This is an optimization exercise on Yosys and OpenROAD, whose aim is small area, not a production implementation. Only simulation tests tie the RTL to the original design; equivalence was not proved. Power and IR drop assume default switching activity.

[flow/config.mk]
export PLATFORM = sky130hd
export DESIGN_NAME = main
export DESIGN_NICKNAME = main
export VERILOG_FILES = /design/flow/design.v
export SDC_FILE = /design/flow/constraint.sdc
export NUM_CORES = 4
export LEC_CHECK = 0
export CAP_MARGIN = 20
export CORE_MARGIN = 2
export CORE_UTILIZATION = 40
export SLEW_MARGIN = 20
[flow/constraint.sdc]
create_clock -name core_clock -period 10.0 [get_ports {clk}]
set_input_delay 2.0000 -clock core_clock [delete_from_list [all_inputs] [get_ports {clk}]]
set_output_delay 2.0000 -clock core_clock [all_outputs]
set_load 0.01 [all_outputs]
[flow/design.v]
`timescale 1ns / 1ps
module debounce(input clk, input reset_n, input btn_input, output btn_output);
reg [8:0] counter;
assign btn_output = counter[8] & counter[7] & counter[6] & counter[5] & counter[3];
always @(posedge clk) begin
  if (~reset_n || btn_input == 0)
    counter <= 0;
  else if (!btn_output)
    counter <= counter + 1'b1;
end
endmodule
`timescale 1ns / 1ps
module player(
    input  clk,
    input  reset_n,
    input  [3:0] usr_btn,
    input  [1:0] game_state,
    output [11:0] x,
    output [11:0] y
);
localparam VBUF_W = 320;
localparam VBUF_H = 240;
localparam PLAYER_W = 41;
localparam PLAYER_H = 42;
reg  [16:0] hpos;
reg  [19:0] vpos;
reg  [19:1] speed;
reg  [26:0] speed_clk;
reg  face, facev;
reg  prev_btn_level;
wire btn_level, btn_pressed;
debounce btn_db(
  .clk(clk),
  .reset_n(reset_n),
  .btn_input(usr_btn[1]),
  .btn_output(btn_level)
);
wire [11:0] xi = {3'b000, hpos[16:8]};
wire [9:0]  yi = vpos[19:10];
assign x = xi;
assign y = {2'b00, yi};
always @(posedge clk) begin
  if (~reset_n || game_state == 1) begin
    hpos <= {9'd278, 8'd0};
    face <= 1;
  end else if (face == 1 && ~(xi + PLAYER_W > VBUF_W) && usr_btn[0] == 1)
    hpos <= hpos + 1'b1;
  else if (face == 0 && ~(xi <= 160) && usr_btn[2] == 1)
    hpos <= hpos - 1'b1;
  if (usr_btn[0] == 1)
    face <= 1;
  else if (usr_btn[2] == 1)
    face <= 0;
end
wire on_floor_above = (yi + PLAYER_H < VBUF_H - 20);
always @(posedge clk) begin
  if (~reset_n || game_state == 1)
    vpos <= {10'd177, 10'd0};
  else if (facev == 1 && yi > 0)
    vpos <= vpos - {speed, 1'b0};
  else if (facev == 0 && on_floor_above)
    vpos <= vpos + {speed, 1'b0};
end
always @(posedge clk) begin
  if (~reset_n)
    prev_btn_level <= 0;
  else
    prev_btn_level <= btn_level;
end
assign btn_pressed = btn_level & ~prev_btn_level;
wire clk_due = |speed_clk[26:12] | (speed_clk[11] & |speed_clk[10:0]);  
always @(posedge clk) begin
  if (~reset_n) begin
    speed <= 0;
    facev <= 1;
    speed_clk <= 0;
  end else if (btn_pressed && yi == (VBUF_H - PLAYER_H - 20)) begin
    speed <= 10;
    facev <= 1;
  end else if (facev == 1 && clk_due) begin
    if (speed[4:2] == 0) facev <= 0;
    else speed <= speed - 2'd2;
    speed_clk <= 0;
  end else if (facev == 0 && on_floor_above && clk_due) begin
    speed <= speed + 1'b1;
    speed_clk <= 0;
  end else
    speed_clk <= speed_clk + 1'b1;
end
endmodule
`timescale 1ns / 1ps
module npc(
    input clk,
    input reset_n,
    input  [11:0] ball_pos_x,
    input  [11:0] ball_pos_y,
    input game_mode,  
    input [1:0] game_state,  
    output [11:0] npc_pos_x,
    output [11:0] npc_pos_y
);
localparam VBUF_W = 320;
localparam VBUF_H = 240;
localparam NPC_W = 41;
localparam NPC_H = 42;
localparam BALL_DIST = 18;
reg  [14:0] hpos;
reg  [19:0] vpos;
reg  [19:1] speed;
reg  [26:0] speed_clk;
reg  [7:0]  doziness_clock;  
reg  face_v;
wire [11:0] xi = {5'd0, hpos[14:8]};
wire [9:0]  yi = vpos[19:10];
assign npc_pos_x = xi;
assign npc_pos_y = {2'b00, yi};
wire awake = (game_mode == 0 || doziness_clock < 8'd170);
always @(posedge clk) begin
    if (~reset_n || game_state == 1) hpos <= {7'd1, 8'd0};
    else if (~(xi + NPC_W > 160) && ball_pos_x > xi + BALL_DIST + hpos[1:0] && awake)
        hpos <= hpos + 1'b1;
    else if (~(xi <= 0) && ball_pos_x < xi + BALL_DIST + hpos[1:0] && awake)
        hpos <= hpos - 1'b1;
end
wire above_floor = (yi + NPC_H < VBUF_H - 20);
always @(posedge clk) begin
    if (~reset_n || game_state == 1) vpos <= {10'd177, 10'd0};
    else if (face_v && yi > 0)
        vpos <= vpos - {speed, 1'b0};
    else if (~face_v && above_floor)
        vpos <= vpos + {speed, 1'b0};
end
wire clk_due = |speed_clk[26:12] | (speed_clk[11] & |speed_clk[10:0]);  
always @(posedge clk) begin
    if (~reset_n) begin
        speed <= 0;
        face_v <= 1;
        speed_clk <= 0;
    end else if (ball_pos_y <= 80 && yi == (VBUF_H - NPC_H - 20)) begin
        speed <= 10;
        face_v <= 1;
    end else if (face_v && clk_due) begin
        if (speed[4:2] == 0) face_v <= 0;
        else speed <= speed - 2'd2;
        speed_clk <= 0;
    end else if (~face_v && above_floor && clk_due) begin
        speed <= speed + 1'b1;
        speed_clk <= 0;
    end else speed_clk <= speed_clk + 1'b1;
end
always @(posedge clk) begin
    if (~reset_n) doziness_clock <= 0;
    else if (game_mode == 1 && doziness_clock < 8'd244) doziness_clock <= doziness_clock + 1'b1;
    else doziness_clock <= 0;
end
endmodule
`timescale 1ns / 1ps
module Ball(
    input clk,
    input reset_n,
    input [11:0] Player_X,
    input [11:0] Player_Y,
    input [11:0] NPC_X,
    input [11:0] NPC_Y,
    input [1:0] game_state,  
    input who_win,  
    input smash,  
    input smash1,
    output [11:0] Ball_X,
    output [11:0] Ball_Y
);
localparam [11:0] Ball_W = 30,
                  Ball_H = 30,
                  Pika_W = 41,
                  Pika_H = 42,
                  VBUF_H = 240,
                  VBUF_W = 320,
                  NET_W = 6,
                  NET_H = 90,
                  NET_POS_X = 160,
                  NET_POS_Y = 150,
                  START_POS_Y = 30,
                  range = 23,
                  ground_y = 220;
reg [18:0] px;
reg [19:0] py;
reg [18:0] vy;
reg vx1, vx4;           
reg x_dir, y_dir;
reg clk_cnt;            
reg [12:0] smash_cnt;   
reg start;              
wire [11:0] X = px[18:7];
wire [11:0] Y = py[19:8];
assign Ball_X = X;
assign Ball_Y = Y;
wire check_cnt_max = clk_cnt;
wire check_smash_cnt_max = smash_cnt[12] & smash_cnt[9] & smash_cnt[8] & smash_cnt[7] & smash_cnt[3];
wire player_left_side  = (X + Ball_W >= Player_X);
wire player_right_side = (X <= Player_X + Pika_W - 2);
wire player_top        = (Y + Ball_H >= Player_Y);
wire player_left_e   = (X + Ball_W >= Player_X) && (X + Ball_W <= Player_X + range);
wire player_right_e  = (X >= Player_X + Pika_W - range) && (X <= Player_X + Pika_W);
wire player_center_e = (X + Ball_W >= Player_X + range) && (X <= Player_X + Pika_W - range);
wire player_top_e    = (Y + Ball_H >= Player_Y) && (Y + Ball_H <= Player_Y + 21);
wire player_collison = (player_right_side && player_left_side && player_top
                        && (Y <= Player_Y + Pika_H));
wire NPC_left_side  = (X + Ball_W >= NPC_X + 5);
wire NPC_right_side = (X <= NPC_X + Pika_W - 7);
wire NPC_top_side   = (Y + Ball_H >= NPC_Y);
wire NPC_left_e   = (X + Ball_W >= NPC_X) && (X + Ball_W <= NPC_X + range);
wire NPC_right_e  = (X >= NPC_X + Pika_W - range) && (X <= NPC_X + Pika_W);
wire NPC_center_e = (X + Ball_W >= NPC_X + range) && (X <= NPC_X + Pika_W - range);
wire NPC_top_e    = (Y + Ball_H >= NPC_Y) && (Y + Ball_H <= NPC_Y + 21);
wire NPC_collison = (NPC_left_side && NPC_right_side && NPC_top_side &&
                     (Y <= NPC_Y + Pika_H));
wire net_collison     = (Y + Ball_H >= NET_POS_Y) && (X + Ball_W >= NET_POS_X) && (X <= NET_POS_X + NET_W);
wire net_collison_top = (Y + Ball_H == NET_POS_Y) && (X + Ball_W >= NET_POS_X) && (X <= NET_POS_X + NET_W);
wire player_on_ground = Player_Y + Pika_H < ground_y;
wire NPC_on_ground    = NPC_Y + Pika_H < ground_y;
wire [7:0] step_y = vy[18:11];
wire play = reset_n && game_state == 2'b10;
always @(posedge clk) begin
    if (~reset_n) clk_cnt <= 0;
    else clk_cnt <= ~clk_cnt;
end
always @(posedge clk) begin
    if (~reset_n) begin
        smash_cnt <= 0;
        start <= 0;
    end else if (start) begin
        if (!check_smash_cnt_max) smash_cnt <= smash_cnt + 1'b1;
        start <= ~check_smash_cnt_max;
    end else begin
        start <= ((player_collison && smash) || (NPC_collison && smash1));
        smash_cnt <= 0;
    end
end
always @(posedge clk) begin
    if (!play) begin
        px <= {(who_win ? NPC_X : Player_X), 7'd0};
        x_dir <= 1;
        vx1 <= 0;
        vx4 <= 0;
    end else begin
        if (check_cnt_max) px <= x_dir ? (px + {vx4, 1'b0, vx1}) : (px - {vx4, 1'b0, vx1});
        if (X == 12'b0) x_dir <= 1;
        else if (X + Ball_W == VBUF_W) x_dir <= 0;
        else if (net_collison && X + Ball_W == NET_POS_X) x_dir <= 0;
        else if (net_collison && X == NET_POS_X + NET_W) x_dir <= 1;
        else if (player_collison && smash) begin
            x_dir <= 0; vx1 <= 0; vx4 <= 1;
        end else if (NPC_collison && smash1) begin
            x_dir <= 1; vx1 <= 0; vx4 <= 1;
        end else if (player_collison && player_left_e && ~check_smash_cnt_max) begin
            x_dir <= 0; vx1 <= 1; vx4 <= 0;
        end else if (player_collison && player_right_e && ~check_smash_cnt_max) begin
            x_dir <= 1; vx1 <= 1; vx4 <= 0;
        end else if (NPC_collison && NPC_left_e && ~check_smash_cnt_max) begin
            x_dir <= 0; vx1 <= 1; vx4 <= 0;
        end else if (NPC_collison && NPC_right_e && ~check_smash_cnt_max) begin
            x_dir <= 1; vx1 <= 1; vx4 <= 0;
        end else if (NPC_collison && NPC_center_e && ~check_smash_cnt_max) begin
            vx1 <= 0; vx4 <= 0;
        end else if (player_collison && player_center_e && ~check_smash_cnt_max) begin
            vx1 <= 0; vx4 <= 0;
        end
    end
end
always @(posedge clk) begin
    if (!play) begin
        py <= {START_POS_Y, 8'd0};
        y_dir <= 1;
    end else begin
        if (check_cnt_max) py <= y_dir ? (py + step_y) : ((py < step_y) ? 20'd0 : (py - step_y));
        if (Y == 0 || step_y == 0) y_dir <= 1;
        else if (((player_collison && player_on_ground) || (NPC_collison && NPC_on_ground)) && smash) y_dir <= 1;
        else if (Y + Ball_H == VBUF_H - 20) y_dir <= 0;
        else if ((player_collison && player_top_e) || (NPC_collison && NPC_top_e) || net_collison_top) y_dir <= 0;
    end
end
always @(posedge clk) begin
    if (!play)
        vy <= 19'd1 << 11;
    else if (y_dir)
        vy <= vy + 1'b1;
    else if (vy != 0)
        vy <= vy - 1'b1;
end
endmodule
`timescale 1ns / 1ps
module main(
    input  clk,
    input  reset_n,
    input  [3:0] usr_btn,
    input [3:0] usr_sw,
    output [11:0] player_x,
    output [11:0] player_y,
    output [11:0] computer_x,
    output [11:0] computer_y,
    output [11:0] ball_x,
    output [11:0] ball_y,
    output reg [2:0] player_score,
    output reg [2:0] computer_score,
    output reg [1:0] state
    );
localparam [2:0] S_MAIN_INIT = 0 , S_MAIN_IDLE = 1,
                 S_MAIN_START = 2 ,  S_MAIN_WAIT1 =3, S_MAIN_PLAY = 4,
                 S_MAIN_CAL = 5 ,  S_MAIN_WAIT2 =6,
                 S_MAIN_END =7;
reg  [2:0] P, P_next;
reg [14:0] cnt;
reg win;  
reg [9:0] sm_clk;  
wire sm = usr_sw[1] == 1'b1 ? sm_clk[3] : 1'b1;
wire touched = (ball_y >= 190);
wire start_done = cnt[14] & cnt[12] & cnt[11] & cnt[10] & cnt[9] & cnt[8] & cnt[6] & cnt[4] & cnt[3] & cnt[2] & cnt[1] & cnt[0];
wire wait_done  = cnt[13] & cnt[11] & cnt[10] & cnt[9] & cnt[8] & cnt[7] & cnt[5] & cnt[4];
wire sm_wrap = sm_clk[9] & sm_clk[8] & sm_clk[7] & sm_clk[6] & sm_clk[5] & sm_clk[3] & sm_clk[0];
Ball ball(
    .clk(clk),
    .reset_n(reset_n),
    .Player_X(player_x),
    .Player_Y(player_y),
    .NPC_X(computer_x),
    .NPC_Y(computer_y),
    .game_state(state),
    .who_win(win),
    .smash(usr_btn[3]),
    .smash1(sm),
    .Ball_X(ball_x),
    .Ball_Y(ball_y)
);
player players(
    .clk(clk),
    .reset_n(reset_n),
    .usr_btn(usr_btn),
    .game_state(state),
    .x(player_x),
    .y(player_y)
);
npc npcs(
    .clk(clk),
    .reset_n(reset_n),
    .ball_pos_x(ball_x),
    .ball_pos_y(ball_y),
    .game_mode(usr_sw[1]),
    .game_state(state),
    .npc_pos_x(computer_x),
    .npc_pos_y(computer_y)
);
always @(posedge clk) begin
  if (~reset_n || P == S_MAIN_INIT || P == S_MAIN_START)
    state <= 0;
  else if (P == S_MAIN_WAIT1)
    state <= 1;
  else if (P == S_MAIN_PLAY)
    state <= 2;
  else if (P == S_MAIN_END)
    state <= 3;
end
always @(posedge clk) begin
  if (~reset_n) P <= S_MAIN_INIT;
  else P <= P_next;
end
always @(posedge clk) begin
  if (~reset_n || P == S_MAIN_INIT || sm_wrap) sm_clk <= 0;
  else sm_clk <= sm_clk + 1'b1;
end
always @(posedge clk) begin
  if (~reset_n || !(P == S_MAIN_START || P == S_MAIN_WAIT1) || (P == S_MAIN_START && start_done))
    cnt <= 0;
  else
    cnt <= cnt + 1'b1;
end
always @(*) begin
  case (P)
    S_MAIN_INIT:  P_next = S_MAIN_IDLE;
    S_MAIN_IDLE:  P_next = (usr_sw[0] == 0) ? S_MAIN_START : S_MAIN_IDLE;
    S_MAIN_START: P_next = start_done ? S_MAIN_WAIT1 : S_MAIN_START;
    S_MAIN_WAIT1: P_next = wait_done ? S_MAIN_PLAY : S_MAIN_WAIT1;
    S_MAIN_PLAY:  P_next = touched ? S_MAIN_WAIT2 : S_MAIN_PLAY;
    S_MAIN_WAIT2: P_next = S_MAIN_CAL;
    S_MAIN_CAL:   P_next = (player_score == 7 || computer_score == 7) ? S_MAIN_END : S_MAIN_WAIT1;
    default:      P_next = usr_sw[0] ? S_MAIN_INIT : S_MAIN_END;  
  endcase
end
always @(posedge clk) begin
  if (~reset_n || P == S_MAIN_INIT) begin
    player_score <= 0;
    computer_score <= 0;
    win <= 0;
  end else if (P == S_MAIN_PLAY && touched) begin
    if (ball_x >= 160) begin
      computer_score <= computer_score + 1;
      win <= 1;
    end else begin
      player_score <= player_score + 1;
      win <= 0;
    end
  end
end
endmodule
[flow/run.sh]
#!/bin/bash
# synth_recipe.tcl (not shown) runs the flow's synth.tcl, then flattens the netlist and writes it again
# the make line also repeats each setting of config.mk as NAME=value (left out here)
make -C /OpenROAD-flow-scripts/flow DESIGN_CONFIG=/design/flow/config.mk WORK_HOME=/design/flow/orfs CLKGATE_MAP_FILE= SYNTH_SCRIPT=/design/flow/synth_recipe.tcl finish
==> run notes <==
registers in the layout, indices dropped and copies added, names as in the netlist, 2 cells and up:
| signal | count |
|---|---|
| P | 3 |
| players.speed_clk | 27 |
| players.hpos | 17 |
| npcs.speed | 19 |
| ball.smash_cnt | 13 |
| state | 2 |
| ball.px | 19 |
| players.vpos | 19 |
| cnt | 15 |
| npcs.hpos | 15 |
| sm_clk | 10 |
| computer_score | 3 |
| players.btn_db.counter | 9 |
| players.speed | 19 |
| player_score | 3 |
| ball.py | 20 |
| npcs.doziness_clock | 8 |
| npcs.vpos | 19 |
| ball.vy | 19 |
| npcs.speed_clk | 27 |
cells in the mapped netlist (21+ instances only):
cell type	count	area (um^2)
sky130_fd_sc_hd__inv_1	162	608
sky130_fd_sc_hd__o21bai_1	24	180
sky130_fd_sc_hd__dfxtp_1	285	5710
sky130_fd_sc_hd__and2_1	21	131
sky130_fd_sc_hd__nand3_1	109	546
sky130_fd_sc_hd__nor2_1	403	1510
sky130_fd_sc_hd__o21a_1	28	210
sky130_fd_sc_hd__a211oi_1	26	195
sky130_fd_sc_hd__nand2b_1	21	131
sky130_fd_sc_hd__buf_4	74	556
sky130_fd_sc_hd__xnor2_1	192	1680
sky130_fd_sc_hd__xor2_1	134	1170
sky130_fd_sc_hd__mux2i_1	52	521
sky130_fd_sc_hd__nor2b_1	29	181
sky130_fd_sc_hd__nor4_1	44	275
sky130_fd_sc_hd__nand4_1	72	450
sky130_fd_sc_hd__clkbuf_1	105	394
sky130_fd_sc_hd__a31oi_1	30	188
sky130_fd_sc_hd__nand2_1	252	946
sky130_fd_sc_hd__nor3_1	89	445
sky130_fd_sc_hd__o31ai_1	24	180
sky130_fd_sc_hd__or3_1	42	263
sky130_fd_sc_hd__a21oi_1	260	1300
sky130_fd_sc_hd__o211ai_1	30	225
sky130_fd_sc_hd__o21ai_0	168	841
sky130_fd_sc_hd__a21o_1	54	405
sky130_fd_sc_hd__and3_1	46	288
sky130_fd_sc_hd__ha_1	347	4340
logic make-up after synthesis:
group           after synthesis
flops                       297
simple gates               1231
fa+ha+maj                   357
compound gates              794
mux                          54
xor+xnor                    326
other cells                   2
buf+inv                     364
metal layers:
metal / up-vias / wire, um / global-route usage
met3: 93 / 2950 / 0.0312
met5: - / 0 / 0
met4: 0 / 1760 / 0.0571
met1: 10999 / 33700 / 0.265
met2: 400 / 32800 / 0.338
li1: 12144 / - / -
final cells by class:
type,count,area [um^2],area share
clock buffer,56,1120,0.0384
sequential,297,6070,0.208
timing repair buffer,109,1010,0.0345
inverter,170,638,0.0219
multi-input combinational,2776,19000,0.653
tap,864,1080,0.0371
antenna,1,2.50,0.0000858
clock inverter,14,198,0.00678
path summary, 6_finish.rpt:
path	start	end	slack, ns	cells after the start
min reg2reg	npcs.doziness_clock[0]$_SDFF_PN0_	npcs.doziness_clock[0]$_SDFF_PN0_	0.45	1
min	npcs.doziness_clock[0]$_SDFF_PN0_	npcs.doziness_clock[0]$_SDFF_PN0_	0.45	1
max reg2reg	npcs.hpos[9]$_SDFFE_PP0P_	npcs.hpos[14]$_SDFFE_PP0P_	2.96	24
max	npcs.hpos[9]$_SDFFE_PP0P_	npcs.hpos[14]$_SDFFE_PP0P_	2.96	24
metrics by stage:
step,total power [uW],area (um^2),instances,setup slack [ns],hold slack [ns]
final,5910,29200,4287,2.96,0.447
after global routing,6410,29200,4286,2.31,0.473
after CTS,5950,29200,4286,2.93,0.456
after detailed placement,4470,27800,4216,2.98,0.444
after global placement,4450,27800,4216,3.17,0.431
after floorplan,3720,26700,3437,4.33,0.418
power by group through the flow:
stage / Clock, uW / Sequential (uW) / Combinational [uW]
finish: 1430 / 1490 / 2990
global route: 1520 / 1500 / 3380
CTS: 1480 / 1490 / 2980
detailed placement: 0 / 1510 / 2950
global placement: 0 / 1510 / 2940
floorplan: 0 / 1420 / 2300
critical path, stage by stage (launching register included):
cell,delay (ns)
sky130_fd_sc_hd__dfxtp_1,0.64
sky130_fd_sc_hd__inv_1,0.25
sky130_fd_sc_hd__ha_1,0.34
sky130_fd_sc_hd__inv_1,0.06
sky130_fd_sc_hd__ha_1,0.15
sky130_fd_sc_hd__inv_1,0.05
sky130_fd_sc_hd__fa_1,0.39
sky130_fd_sc_hd__nor2_1,0.14
sky130_fd_sc_hd__and3_1,0.17
sky130_fd_sc_hd__o21ai_0,0.08
sky130_fd_sc_hd__ha_1,0.32
sky130_fd_sc_hd__nand4_1,0.12
sky130_fd_sc_hd__nor3_1,0.06
sky130_fd_sc_hd__a2111oi_0,0.67
sky130_fd_sc_hd__nand2_1,0.62
sky130_fd_sc_hd__fa_1,0.61
sky130_fd_sc_hd__a21oi_1,0.17
sky130_fd_sc_hd__o21bai_1,0.13
sky130_fd_sc_hd__a2111oi_0,0.62
sky130_fd_sc_hd__nor3_1,0.17
sky130_fd_sc_hd__o31ai_1,0.42
sky130_fd_sc_hd__o21bai_1,0.10
sky130_fd_sc_hd__a21oi_1,0.20
sky130_fd_sc_hd__mux2i_1,0.26
sky130_fd_sc_hd__mux2i_1,0.21
==> tab_implementation.tex <==
\begin{tabular}{lr}
\hline
Metric & Value \\
\hline
\multicolumn{2}{l}{\textbf{Routing}} \\
\quad DR pass1 iterations & 5 \\
\quad Wirelength, routed & $\sim$70000 um \\
\quad Total via count in the routed design & $\sim$24000 \\
\quad Average wire length per cell after detail routing & roughly 17 um \\
\quad Total DRC errors in the routed layout & 0 \\
\quad Routed Antenna Nets & 0 \\
\quad Via density per instance & 5.51 \\
\quad Detailed router's first-iteration violation count & around 1600 \\
\multicolumn{2}{l}{\textbf{Synth}} \\
\quad Number of flops mapped to enable cells by yosys & 12 \\
\quad Sequential share of the synthesized area & 0.227 \\
\quad Most instantiated flip-flop cell in the synthesis netlist & sky130\_fd\_sc\_hd\_\_dfxtp\_1 \\
\quad Simple-gate share of the synthesized area & 0.225 \\
\quad Compound-cell area share of the yosys netlist & 0.188 \\
\quad Unique masters post-synth & 93 \\
\quad Mean cell area of the mapped netlist & 7.79 um\^{}2 \\
\quad Combinational family with the most area after synthesis & simple AND/OR/NAND/NOR gates \\
\quad Proportion of register bits with asynchronous set or reset after synthesis & 0 \\
\quad Synthesized instance count & between 3000 and 4000 \\
\quad Xor and xnor fraction of the mapped netlist area & 0.107 \\
\quad Cell Area, Synth & between 0.02 and 0.03 mm\^{}2 \\
\quad Number of warnings issued by yosys & 5 \\
\quad Flip-flop and latch count after synthesis & a little under 300 \\
\quad Portion of netlist area occupied by mux cells & 0.0204 \\
\quad Adder-Cell Fraction of Synth Area & 0.170 \\
\multicolumn{2}{l}{\textbf{Global route}} \\
\quad GR Overflow Total & 0 \\
\quad Overall global routing resource usage & 0.201 \\
\quad Antenna violations before repair & 1 \\
\quad Pin count of the biggest net entering global routing & a little over 60 \\
\quad Number of global-route vias before repair & about 22000 \\
\quad Wire length of the first global-routing pass & 116000 um \\
\multicolumn{2}{l}{\textbf{Clocking}} \\
\quad Total clock buffers created by CTS & 39 \\
\quad Clock input transition at the sequential cells of the worst setup and hold paths & $\sim$0.06 ns \\
\quad CTS H-tree depth & 2 \\
\quad Count of hold-fix buffers inserted at cts & 0 \\
\quad Cell at the root of the clock tree & sky130\_fd\_sc\_hd\_\_clkbuf\_16 \\
\quad Clock latency of the later-clocked register in the worst-skew pair & 0.58 ns \\
\quad Maximum clock insertion buffer count & 3 \\
\quad CTS sink cnt & around 300 \\
\quad CTS tree & done \\
\quad Buffers inserted during post-CTS setup optimization & 0 \\
\quad Post-cts resize count & 0 \\
\multicolumn{2}{l}{\textbf{Pwr}} \\
\quad Static leakage & approximately 0.012 uW \\
\quad Cell Pwr Density & 203 mW/mm\^{}2 \\
\quad Clock power frac & 0.242 \\
\quad Switching share of power & 0.422 \\
\quad Worst-case vdd ir drop & 0.123 mV \\
\quad Combinational group share of total power & 0.506 \\
\quad Int Power & 3420 uW \\
\quad Sequential Power Share & 0.252 \\
\quad Net load switching power & 2490 uW \\
\multicolumn{2}{l}{\textbf{Flow run}} \\
\quad Number of violations of the max-capacitance limit & 0 \\
\multicolumn{2}{l}{\textbf{Floorplanning}} \\
\quad Height of the die & $\sim$260 um \\
\quad Floorplan die width & 262 um \\
\quad Initial core utilization & 0.405 \\
\quad Ports placed on the boundary & 90 \\
\quad Total number of placement rows & 94 \\
\quad Core outline area & between 0.06 and 0.07 mm\^{}2 \\
\quad Die ar. & 0.0688 mm\^{}2 \\
\multicolumn{2}{l}{\textbf{Critical path}} \\
\quad WP data required & approximately 10 ns \\
\quad Crit path DAT & about 7.5 ns \\
\quad Kind of start point of the critical path & flop \\
\quad Category of the critical setup timing path & flop to flop \\
\quad Type of element capturing the critical path & flop \\
\quad CP Max Fanout & 17 \\
\multicolumn{2}{l}{\textbf{STA}} \\
\quad Fraction of the cycle the final worst path needs & 0.704 \\
\quad Time the final worst path needs with I/O delays and setup & 7.04 ns \\
\quad Number of max-slew violations in the final report & 0 \\
\quad Unrepaired setup endpoints after global routing & no \\
\quad Final count of hold timing violations & 0 \\
\quad Fmax achieved & 142 MHz \\
\quad Maximum clock skew at final layout & slightly below 0.04 ns \\
\quad Setup TNS & 0 ns \\
\quad Slew HR & 0.186 \\
\quad Final number of setup-violating endpoints & 0 \\
\quad Worst-margin pin slew & between 1 and 1.5 ns \\
\multicolumn{2}{l}{\textbf{Placement}} \\
\quad Gp weighted congestion & 0.911 \\
\quad Port bufs & 75 \\
\quad Detailed placement HPWL & 53400 um \\
\multicolumn{2}{l}{\textbf{Finish}} \\
\quad Most common cell after layout, fill and taps aside & sky130\_fd\_sc\_hd\_\_nor2\_1 \\
\quad Area Growth Syn to Fin & 9.31\% \\
\quad Commonest cells after routing, fill and taps aside & sky130\_fd\_sc\_hd\_\_nor2\_1 (403), sky130\_fd\_sc\_hd\_\_ha\_1 (347), sky130\_fd\_sc\_hd\_\_dfxtp\_1 (285) \\
\quad Number of filler cells placed in the layout & roughly 6800 \\
\quad Final-stage net count & roughly 3800 \\
\quad Final Util & 0.443 \\
\quad Share of cells above drive strength 1 & 0.0453 \\
\multicolumn{2}{l}{\textbf{Min path}} \\
\quad Hold/Removal Path Class & flop to flop \\
\multicolumn{2}{l}{\textbf{Status}} \\
\quad Outcome & no timing/DRC/antenna violations \\
\hline
\end{tabular}

## what the ideal ports hide
No port has a modelled driver above. Below, the same layout with a new extraction and two added sets of constraints. Step 1, drivers: a clkbuf_16 drives clk and a buf_2 each remaining input, both assumed. Step 2 times the ports against the registers' clock, not the clock port: input delays grow and output delays shrink by t, the midpoint of the rising clock arrivals with the driver on. Slacks: no drivers / after step 1 / after step 2; pairs: no drivers / after step 1.
t (ns): 0.627
setup WS [ns]: 2.957 / 2.957 / 2.957
latest minus earliest clock arrival (ns): 0.039 / 0.039
worst register clock-pin slew, ns: 0.06 / 0.06
pins driven straight from the clock port: 1
After both steps this run still meets setup and hold. For this run, drivers alone change the setup slack by 0.000 ns; drivers and shift together by 0.000 ns.
